This is an optimization exercise on Yosys and OpenROAD, whose aim is small area, not a production implementation.
RTL that was checked went through simulation tests only; none was proved equivalent to the original.
Power figures rest on the tool's default switching activity, not on a simulated workload.

==> module sliding_window, before the edit <==
module sliding_window #(
    parameter DATA_WIDTH = 16,
    parameter IMG_WIDTH  = 64,
    parameter RING       = 8
)(
    input  wire                  clk,
    input  wire                  rst_n,
    input  wire [DATA_WIDTH-1:0] pixel_in,
    input  wire                  valid_in,
    output wire                  shift,
    output wire                  rotate,
    output reg  [DATA_WIDTH-1:0] ring_in,
    output reg                   valid_out
);
    localparam DLY   = RING - 1;
    localparam FIRST = 2*IMG_WIDTH + 2;       
    localparam RW    = $clog2(RING);
    reg [DATA_WIDTH-1:0] dly [0:DLY-1];
    reg [DLY-1:0]        pend;
    reg [RW-1:0]         rot;
    reg [RW-1:0]         rot_b;                
    reg [7:0]            cnt;                  
    wire                 full = (cnt == FIRST);
    reg          any_pend;
    reg [DLY-1:0] take;                        
    integer j;
    always @(*) begin
        any_pend = 1'b0;
        take     = {DLY{1'b0}};
        ring_in  = pixel_in;
        for (j = 0; j < DLY; j = j + 1)
            if (pend[j]) begin
                any_pend = 1'b1;
                take     = {DLY{1'b0}};
                take[j]  = 1'b1;
                ring_in  = dly[j];
            end
    end
    wire   avail  = any_pend || valid_in;
    assign shift  = (rot == 0) && avail;
    assign rotate = (rot_b != 0) || !avail;   
    wire   take_in = shift && !any_pend;       
    always @(posedge clk) begin
        dly[0] <= pixel_in;
        for (j = 1; j < DLY; j = j + 1)
            dly[j] <= dly[j-1];
    end
    always @(posedge clk or negedge rst_n) begin
        if (!rst_n) begin
            pend      <= 0;
            rot       <= 0;
            rot_b     <= 0;
            cnt       <= 0;
            valid_out <= 0;
        end else begin
            pend[0] <= valid_in && !take_in;
            for (j = 1; j < DLY; j = j + 1)
                pend[j] <= pend[j-1] && !(shift && take[j-1]);
            if (!shift)
                rot <= (rot == RING-1) ? {RW{1'b0}} : rot + 1'b1;
            if (rotate)
                rot_b <= (rot_b == RING-1) ? {RW{1'b0}} : rot_b + 1'b1;
            if (shift && !full)
                cnt <= cnt + 1'b1;
            valid_out <= shift && full;
        end
    end
endmodule
==> module conv_window, before the edit <==
module conv_window #(
    parameter DATA_WIDTH = 16,
    parameter IMG_WIDTH  = 64
)(
    input  wire                  clk,
    input  wire                  rst_n,
    input  wire [DATA_WIDTH-1:0] pixel_in,
    input  wire                  valid_in,
    output wire [DATA_WIDTH-1:0] w00, w01, w02,
    output wire [DATA_WIDTH-1:0] w10, w11, w12,
    output wire [DATA_WIDTH-1:0] w20, w21, w22,
    output wire                  valid_out
);
    localparam RING = 4;
    wire                  shift, rotate;
    wire [DATA_WIDTH-1:0] ring_in;
    sliding_window #(
        .DATA_WIDTH(DATA_WIDTH),
        .IMG_WIDTH (IMG_WIDTH),
        .RING      (RING)
    ) u_sw (
        .clk      (clk),
        .rst_n    (rst_n),
        .pixel_in (pixel_in),
        .valid_in (valid_in),
        .shift    (shift),
        .rotate   (rotate),
        .ring_in  (ring_in),
        .valid_out(valid_out)
    );
    line_buffer #(
        .DATA_WIDTH(DATA_WIDTH),
        .IMG_WIDTH (IMG_WIDTH),
        .RING      (RING)
    ) u_lb (
        .clk      (clk),
        .shift    (shift),
        .rotate   (rotate),
        .ring_in  (ring_in),
        .w00(w00), .w01(w01), .w02(w02),
        .w10(w10), .w11(w11), .w12(w12),
        .w20(w20), .w21(w21), .w22(w22)
    );
endmodule
==> flow/config.mk <==
export PLATFORM = sky130hd
export DESIGN_NAME = conv_window
export DESIGN_NICKNAME = conv_window
export VERILOG_FILES = /design/flow/design.v
export SDC_FILE = /design/flow/constraint.sdc
export NUM_CORES = 8
export LEC_CHECK = 0
export CAP_MARGIN = 30
export CORE_MARGIN = 2
export CORE_UTILIZATION = 70
export SLEW_MARGIN = 30
==> flow/constraint.sdc <==
create_clock -name core_clock -period 7.0 [get_ports {clk}]
set_input_delay 1.4000 -clock core_clock [delete_from_list [all_inputs] [get_ports {clk}]]
set_output_delay 1.4000 -clock core_clock [all_outputs]
set_load 0.01 [all_outputs]
standard.sh (not shown) runs the stock make flow with config.mk's settings and CLKGATE_MAP_FILE= SYNTH_SCRIPT=/design/flow/synth_recipe.tcl, a recipe that flattens the netlist after the stock synthesis.
==> flow/flow/run.sh <==
#!/bin/bash
# Standard layout, with two changes: port buffers use the smallest buffer,
# and clock tree synthesis gets explicit clustering and no dummy loads.
set -euo pipefail
export BUFFER_PORTS_ARGS="-buffer_cell sky130_fd_sc_hd__buf_1"
export CTS_ARGS="-sink_clustering_enable -repair_clock_nets -sink_clustering_size 12 -sink_clustering_max_diameter 35 -buf_list sky130_fd_sc_hd__clkbuf_4 -dont_use_dummy_load"

bash standard.sh finish > standard.log 2>&1
Edit:
--- a/flow/design.v
+++ b/flow/design.v
@@ -88,45 +88,53 @@
     reg [DLY-1:0]        pend;
     reg [RW-1:0]         rot;
     reg [RW-1:0]         rot_b;                
     reg [7:0]            cnt;                  
     wire                 full = (cnt == FIRST);
-    reg          any_pend;
-    reg [DLY-1:0] take;                        
+    reg  [DLY-1:0] sel;
+    reg            none;
+    wire           any_pend = !none;
     integer j;
     always @(*) begin
-        any_pend = 1'b0;
-        take     = {DLY{1'b0}};
-        ring_in  = pixel_in;
+        ring_in = {DATA_WIDTH{none}} & pixel_in;
         for (j = 0; j < DLY; j = j + 1)
-            if (pend[j]) begin
-                any_pend = 1'b1;
-                take     = {DLY{1'b0}};
-                take[j]  = 1'b1;
-                ring_in  = dly[j];
-            end
+            ring_in = ring_in | ({DATA_WIDTH{sel[j]}} & dly[j]);
     end
     wire   avail  = any_pend || valid_in;
     assign shift  = (rot == 0) && avail;
     assign rotate = (rot_b != 0) || !avail;   
     wire   take_in = shift && !any_pend;       
+    reg [DLY-1:0] pend_nx, sel_nx;
+    always @(*) begin
+        pend_nx[0] = valid_in && !take_in;
+        for (j = 1; j < DLY; j = j + 1)
+            pend_nx[j] = pend[j-1] && !(shift && sel[j-1]);
+        sel_nx = {DLY{1'b0}};
+        for (j = 0; j < DLY; j = j + 1)
+            if (pend_nx[j]) begin
+                sel_nx    = {DLY{1'b0}};
+                sel_nx[j] = 1'b1;
+            end
+    end
     always @(posedge clk) begin
         dly[0] <= pixel_in;
         for (j = 1; j < DLY; j = j + 1)
             dly[j] <= dly[j-1];
     end
     always @(posedge clk or negedge rst_n) begin
         if (!rst_n) begin
             pend      <= 0;
+            sel       <= 0;
+            none      <= 1'b1;
             rot       <= 0;
             rot_b     <= 0;
             cnt       <= 0;
             valid_out <= 0;
         end else begin
-            pend[0] <= valid_in && !take_in;
-            for (j = 1; j < DLY; j = j + 1)
-                pend[j] <= pend[j-1] && !(shift && take[j-1]);
+            pend <= pend_nx;
+            sel  <= sel_nx;
+            none <= !(|pend_nx);
             if (!shift)
                 rot <= (rot == RING-1) ? {RW{1'b0}} : rot + 1'b1;
             if (rotate)
                 rot_b <= (rot_b == RING-1) ? {RW{1'b0}} : rot_b + 1'b1;
             if (shift && !full)
@@ -147,11 +155,11 @@
     output wire [DATA_WIDTH-1:0] w00, w01, w02,
     output wire [DATA_WIDTH-1:0] w10, w11, w12,
     output wire [DATA_WIDTH-1:0] w20, w21, w22,
     output wire                  valid_out
 );
-    localparam RING = 4;
+    localparam RING = 6;
     wire                  shift, rotate;
     wire [DATA_WIDTH-1:0] ring_in;
     sliding_window #(
         .DATA_WIDTH(DATA_WIDTH),
         .IMG_WIDTH (IMG_WIDTH),
Result: Worst setup slack improves by 0.048 ns. Die area falls by about 1.7%. Global-route usage stays flat. Design area falls by 1.1%. Cell count falls by about 3.4%. Count of clock-buffer cells in the layout rises by 4. Sequential share of layout area rises by 2.6 points. Synthesized cell count falls by 5.5%. Utilization rises by 0.58 points. Wire length falls by about 1.6%.
Only the layout flow was run in the first run of this note; the RTL was not checked for function there.

* * *

Setup of run A:
The RTL this note starts from:
==> flow/design.v <==
`timescale 1ns / 1ps
module line_buffer #(
    parameter DATA_WIDTH = 16,
    parameter IMG_WIDTH  = 64,
    parameter RING       = 8
)(
    input  wire                  clk,
    input  wire                  shift,
    input  wire                  rotate,
    input  wire [DATA_WIDTH-1:0] ring_in,
    output wire [DATA_WIDTH-1:0] w00, w01, w02,
    output wire [DATA_WIDTH-1:0] w10, w11, w12,
    output wire [DATA_WIDTH-1:0] w20, w21, w22
);
    localparam DEPTH = 2*IMG_WIDTH + 2;
    reg [DATA_WIDTH-1:0] last;     
    function automatic integer ring_len(input integer start);
        integer d;
        begin
            ring_len = 1;
            for (d = 1; d <= RING; d = d + 1)
                if (RING % d == 0 && d <= DEPTH - start)
                    ring_len = d;
        end
    endfunction
    function automatic integer ring_first(input integer k);
        integer s;
        begin
            ring_first = 0;
            for (s = 0; s <= k; s = s + ring_len(s))
                ring_first = s;
        end
    endfunction
    function automatic integer ring_last(input integer k);
        ring_last = ring_first(k) + ring_len(ring_first(k)) - 1;
    endfunction
    genvar k;
    generate
        for (k = 0; k < DEPTH; k = k + 1) begin : pos
            localparam integer FIRST = ring_first(k);
            localparam integer LAST  = ring_last(k);
            reg [DATA_WIDTH-1:0] sr;
            if (k == 0) begin : head0
                always @(posedge clk)
                    sr <= ({DATA_WIDTH{shift}}  & ring_in)
                        | ({DATA_WIDTH{rotate}} & pos[LAST].sr);
            end else if (k == FIRST) begin : head
                always @(posedge clk)
                    sr <= ({DATA_WIDTH{shift}}  & pos[k-1].sr)
                        | ({DATA_WIDTH{rotate}} & pos[LAST].sr);
            end else begin : body
                always @(posedge clk)
                    sr <= pos[k-1].sr;
            end
        end
    endgenerate
    always @(posedge clk)
        last <= pos[DEPTH-1].sr;
    assign w22 = pos[0].sr;
    assign w21 = pos[1].sr;
    assign w20 = pos[2].sr;
    assign w12 = pos[IMG_WIDTH].sr;
    assign w11 = pos[IMG_WIDTH+1].sr;
    assign w10 = pos[IMG_WIDTH+2].sr;
    assign w02 = pos[2*IMG_WIDTH].sr;
    assign w01 = pos[2*IMG_WIDTH+1].sr;
    assign w00 = last;
endmodule
`timescale 1ns / 1ps
module sliding_window #(
    parameter DATA_WIDTH = 16,
    parameter IMG_WIDTH  = 64,
    parameter RING       = 8
)(
    input  wire                  clk,
    input  wire                  rst_n,
    input  wire [DATA_WIDTH-1:0] pixel_in,
    input  wire                  valid_in,
    output wire                  shift,
    output wire                  rotate,
    output reg  [DATA_WIDTH-1:0] ring_in,
    output reg                   valid_out
);
    localparam DLY   = RING - 1;
    localparam FIRST = 2*IMG_WIDTH + 2;       
    localparam RW    = $clog2(RING);
    reg [DATA_WIDTH-1:0] dly [0:DLY-1];
    reg [DLY-1:0]        pend;
    reg [RW-1:0]         rot;
    reg [RW-1:0]         rot_b;                
    reg [7:0]            cnt;                  
    wire                 full = (cnt == FIRST);
    reg          any_pend;
    reg [DLY-1:0] take;                        
    integer j;
    always @(*) begin
        any_pend = 1'b0;
        take     = {DLY{1'b0}};
        ring_in  = pixel_in;
        for (j = 0; j < DLY; j = j + 1)
            if (pend[j]) begin
                any_pend = 1'b1;
                take     = {DLY{1'b0}};
                take[j]  = 1'b1;
                ring_in  = dly[j];
            end
    end
    wire   avail  = any_pend || valid_in;
    assign shift  = (rot == 0) && avail;
    assign rotate = (rot_b != 0) || !avail;   
    wire   take_in = shift && !any_pend;       
    always @(posedge clk) begin
        dly[0] <= pixel_in;
        for (j = 1; j < DLY; j = j + 1)
            dly[j] <= dly[j-1];
    end
    always @(posedge clk or negedge rst_n) begin
        if (!rst_n) begin
            pend      <= 0;
            rot       <= 0;
            rot_b     <= 0;
            cnt       <= 0;
            valid_out <= 0;
        end else begin
            pend[0] <= valid_in && !take_in;
            for (j = 1; j < DLY; j = j + 1)
                pend[j] <= pend[j-1] && !(shift && take[j-1]);
            if (!shift)
                rot <= (rot == RING-1) ? {RW{1'b0}} : rot + 1'b1;
            if (rotate)
                rot_b <= (rot_b == RING-1) ? {RW{1'b0}} : rot_b + 1'b1;
            if (shift && !full)
                cnt <= cnt + 1'b1;
            valid_out <= shift && full;
        end
    end
endmodule
`timescale 1ns / 1ps
module conv_window #(
    parameter DATA_WIDTH = 16,
    parameter IMG_WIDTH  = 64
)(
    input  wire                  clk,
    input  wire                  rst_n,
    input  wire [DATA_WIDTH-1:0] pixel_in,
    input  wire                  valid_in,
    output wire [DATA_WIDTH-1:0] w00, w01, w02,
    output wire [DATA_WIDTH-1:0] w10, w11, w12,
    output wire [DATA_WIDTH-1:0] w20, w21, w22,
    output wire                  valid_out
);
    localparam RING = 5;
    wire                  shift, rotate;
    wire [DATA_WIDTH-1:0] ring_in;
    sliding_window #(
        .DATA_WIDTH(DATA_WIDTH),
        .IMG_WIDTH (IMG_WIDTH),
        .RING      (RING)
    ) u_sw (
        .clk      (clk),
        .rst_n    (rst_n),
        .pixel_in (pixel_in),
        .valid_in (valid_in),
        .shift    (shift),
        .rotate   (rotate),
        .ring_in  (ring_in),
        .valid_out(valid_out)
    );
    line_buffer #(
        .DATA_WIDTH(DATA_WIDTH),
        .IMG_WIDTH (IMG_WIDTH),
        .RING      (RING)
    ) u_lb (
        .clk      (clk),
        .shift    (shift),
        .rotate   (rotate),
        .ring_in  (ring_in),
        .w00(w00), .w01(w01), .w02(w02),
        .w10(w10), .w11(w11), .w12(w12),
        .w20(w20), .w21(w21), .w22(w22)
    );
endmodule
==> flow/config.mk <==
export PLATFORM = sky130hd
export DESIGN_NAME = conv_window
export DESIGN_NICKNAME = conv_window
export VERILOG_FILES = /design/flow/design.v
export SDC_FILE = /design/flow/constraint.sdc
export NUM_CORES = 8
export LEC_CHECK = 0
export CAP_MARGIN = 30
export CORE_MARGIN = 2
export CORE_UTILIZATION = 70
export SLEW_MARGIN = 30
==> flow/constraint.sdc <==
create_clock -name core_clock -period 7.0 [get_ports {clk}]
set_input_delay 1.4000 -clock core_clock [delete_from_list [all_inputs] [get_ports {clk}]]
set_output_delay 1.4000 -clock core_clock [all_outputs]
set_load 0.01 [all_outputs]
Scripts as last shown in full above: flow/flow/run.sh
[inputs] run B vs run A
diff --git a/flow/design.v b/flow/design.v
--- a/flow/design.v
+++ b/flow/design.v
@@ -150,5 +150,5 @@
     output wire                  valid_out
 );
-    localparam RING = 5;
+    localparam RING = 6;
     wire                  shift, rotate;
     wire [DATA_WIDTH-1:0] ring_in;
### Flow results
On clock power share: run B sits below run A. Run A and run B ended up with nearly the same combinational share of power. Summary of run B over run A: post-synthesis sequential element count climbed 17, power attributed to sequential cells went up about 3%, synthesized area -0.70%.
No functional check of the RTL was part of run A.

## afterwards: timing with drivers on the ports
In the flow no input, the clock included, has a driving cell. The finished layouts below were timed again as built, in two steps. Step 1 (the two cells are an assumption about what drives the block):
set clk [get_ports {clk}]
set_driving_cell -lib_cell sky130_fd_sc_hd__clkbuf_16 $clk
set_driving_cell -lib_cell sky130_fd_sc_hd__buf_2 [delete_from_list [all_inputs] $clk]
Step 2 times the ports against the registers' clock, not the clock port: input delays grow and output delays shrink by t, the midpoint of the rising clock arrivals with the driver on. Three values: ideal, step 1, step 2; two values: the first two.
run | t (ns) | slack for setup (ns) | worst hold slack (ns) | worst setup path after step 2
the first run of note 1 | 1.057 | 3.739 / 3.739 / 2.986 | 0.253 / 0.253 / 0.253 | input to register
the second run of note 1 | 1.075 | 3.786 / 3.786 / 3.163 | 0.249 / 0.249 / 0.249 | input to register
run A | 1.053 | 3.547 / 3.547 / 2.907 | 0.247 / 0.247 / 0.247 | input to register
run B | 1.073 | 3.914 / 3.850 / 3.340 | 0.261 / 0.246 / 0.261 | input to register
After both steps every run listed still meets setup and hold. The setup slack of the first run of note 1, which loses most, moves by 0.000 ns with the drivers and by -0.753 ns with both steps.
